This design comes from an exercise in tuning for small area on the open sky130 flow, not from production work. Function was checked by simulation only, so behaviour that the tests miss may differ from the original. Power figures rest on the tool's default switching activity, not on a simulated workload.

Design CPS_v3, start of the top module:
module CPS_v3
(	 
	input wire  			rst_i, clk_i,
	output reg  			vld_mem_o,
	input wire [383:0] 	doutb_bram12_i,
	input wire 				vld_i,
	input wire 				en_read_i,
	output reg 				rdy_o,
	output reg [6:0] 		addrb_bram12_o,
	input 					empty_i,
	output reg 				full_o,
	output reg 				wea_bram3_o,
	output reg [6:0] 		addra_bram3_o,
	output wire [383:0] 	dina_bram3_o,
	input [26:0] 			element_struct,
	input 					video_ACK_i);
==> flow/config.mk <==
export PLATFORM = sky130hd
export DESIGN_NAME = CPS_v3
export DESIGN_NICKNAME = CPS_v3
export VERILOG_FILES = /design/flow/design.v
export SDC_FILE = /design/flow/constraint.sdc
export NUM_CORES = 4
export LEC_CHECK = 0
export CAP_MARGIN = 10
export CELL_PAD_IN_SITES_DETAIL_PLACEMENT = 1
export CELL_PAD_IN_SITES_GLOBAL_PLACEMENT = 1
export CORE_MARGIN = 2
export CORE_UTILIZATION = 35
export CTS_BUF_LIST = sky130_fd_sc_hd__clkbuf_8
export CTS_CLUSTER_DIAMETER = 70
export CTS_CLUSTER_SIZE = 12
export PLACE_DENSITY = 0.55
export SLEW_MARGIN = 10
export SYNTH_HIERARCHICAL = 1
export SYNTH_MINIMUM_KEEP_SIZE = 0
==> flow/constraint.sdc <==
create_clock -name core_clock -period 10.0 [get_ports {clk_i}]
set_input_delay 2.0000 -clock core_clock [delete_from_list [all_inputs] [get_ports {clk_i}]]
set_output_delay 2.0000 -clock core_clock [all_outputs]
set_load 0.01 [all_outputs]
standard.sh (not shown) runs the stock make flow with config.mk's settings and CLKGATE_MAP_FILE= SYNTH_SCRIPT=/design/flow/synth_recipe.tcl, a recipe that flattens the netlist after the stock synthesis.
==> flow/flow/run.sh <==
#!/bin/bash
# Standard ORFS layout, except:
#  - the column matcher CPS_v3_col is read as a hand-mapped gate-level module
#    (flow/col_gates.v, same function as the RTL module) instead of being
#    mapped by ABC; all registers stay in the top module and go through the
#    standard synthesis unchanged;
#  - the port buffers that global placement puts on every input and output
#    use the smallest buffer cell (buf_1).
set -euo pipefail
python3 flow/swap_col.py design.v flow/col_gates.v design_mapped.v > swap_col.log 2>&1
export BUFFER_PORTS_ARGS="-buffer_cell sky130_fd_sc_hd__buf_1"
bash standard.sh VERILOG_FILES="$PWD/design_mapped.v" finish > standard_flow.log 2>&1
Other scripts of this flow, unchanged in this note and not shown: flow/flow/col_gates.v, flow/flow/swap_col.py
The starting point ran to the end with no violations.
==> next run, changes <==
--- a/flow/flow/run.sh
+++ b/flow/flow/run.sh
@@ -6,7 +6,8 @@
 #    standard synthesis unchanged;
 #  - the port buffers that global placement puts on every input and output
-#    use the smallest buffer cell (buf_1).
+#    use the smallest buffer cell (buf_1);
 set -euo pipefail
 python3 flow/swap_col.py design.v flow/col_gates.v design_mapped.v > swap_col.log 2>&1
 export BUFFER_PORTS_ARGS="-buffer_cell sky130_fd_sc_hd__buf_1"
+export CTS_ARGS="-sink_clustering_enable -repair_clock_nets -buf_list sky130_fd_sc_hd__clkbuf_8 -sink_clustering_size 14 -sink_clustering_max_diameter 80 -dont_use_dummy_load"
 bash standard.sh VERILOG_FILES="$PWD/design_mapped.v" finish > standard_flow.log 2>&1
CTS_CLUSTER_DIAMETER = 80   (was 70)
CTS_CLUSTER_SIZE = 14   (was 12)
What happened:
- setup slack degrades by 0.024 ns
- synthesized cell count does not change
- core utilization decreases by 0.77 points
- final area decreases by 1.8%
- non-clock buffer count stays the same
- clock-buffer cell count decreases by 30
- power decreases by 13%
- critical path depth stays the same
- worst hold slack degrades by 0.048 ns
- routed wire length decreases by 0.55%
- sequential cell count does not change
==> next run, changes <==
CAP_MARGIN = 20   (was 10)
CORE_UTILIZATION = 30   (was 35)
PLACE_DENSITY = 0.5   (was 0.55)
SLEW_MARGIN = 20   (was 10)
The changed run completed without violations. Design area went up by 0.92%. Worst setup slack degrades by 0.033 ns. Sequential cell count stays the same. Power went up by 2.4%. Sequential share of layout area went down by 0.14 points. Die area went up by 16%.
==> next run, changes <==
--- a/flow/flow/run.sh
+++ b/flow/flow/run.sh
@@ -10,4 +10,4 @@
 python3 flow/swap_col.py design.v flow/col_gates.v design_mapped.v > swap_col.log 2>&1
 export BUFFER_PORTS_ARGS="-buffer_cell sky130_fd_sc_hd__buf_1"
-export CTS_ARGS="-sink_clustering_enable -repair_clock_nets -buf_list sky130_fd_sc_hd__clkbuf_8 -sink_clustering_size 14 -sink_clustering_max_diameter 80 -dont_use_dummy_load"
+export CTS_ARGS="-sink_clustering_enable -repair_clock_nets -buf_list sky130_fd_sc_hd__clkbuf_8 -sink_clustering_size 16 -sink_clustering_max_diameter 90 -dont_use_dummy_load"
 bash standard.sh VERILOG_FILES="$PWD/design_mapped.v" finish > standard_flow.log 2>&1
CTS_CLUSTER_DIAMETER = 90   (was 80)
CTS_CLUSTER_SIZE = 16   (was 14)
Total power fell by a few percent.
Via count hardly moves.
Wire length hardly moves.
Setup slack gets better by 0.027 ns.
Die area does not change.
Final area stays flat.
Non-clock buffer count is unchanged.
Clock-buffer cell count fell by 12.
Worst hold slack hardly moves.
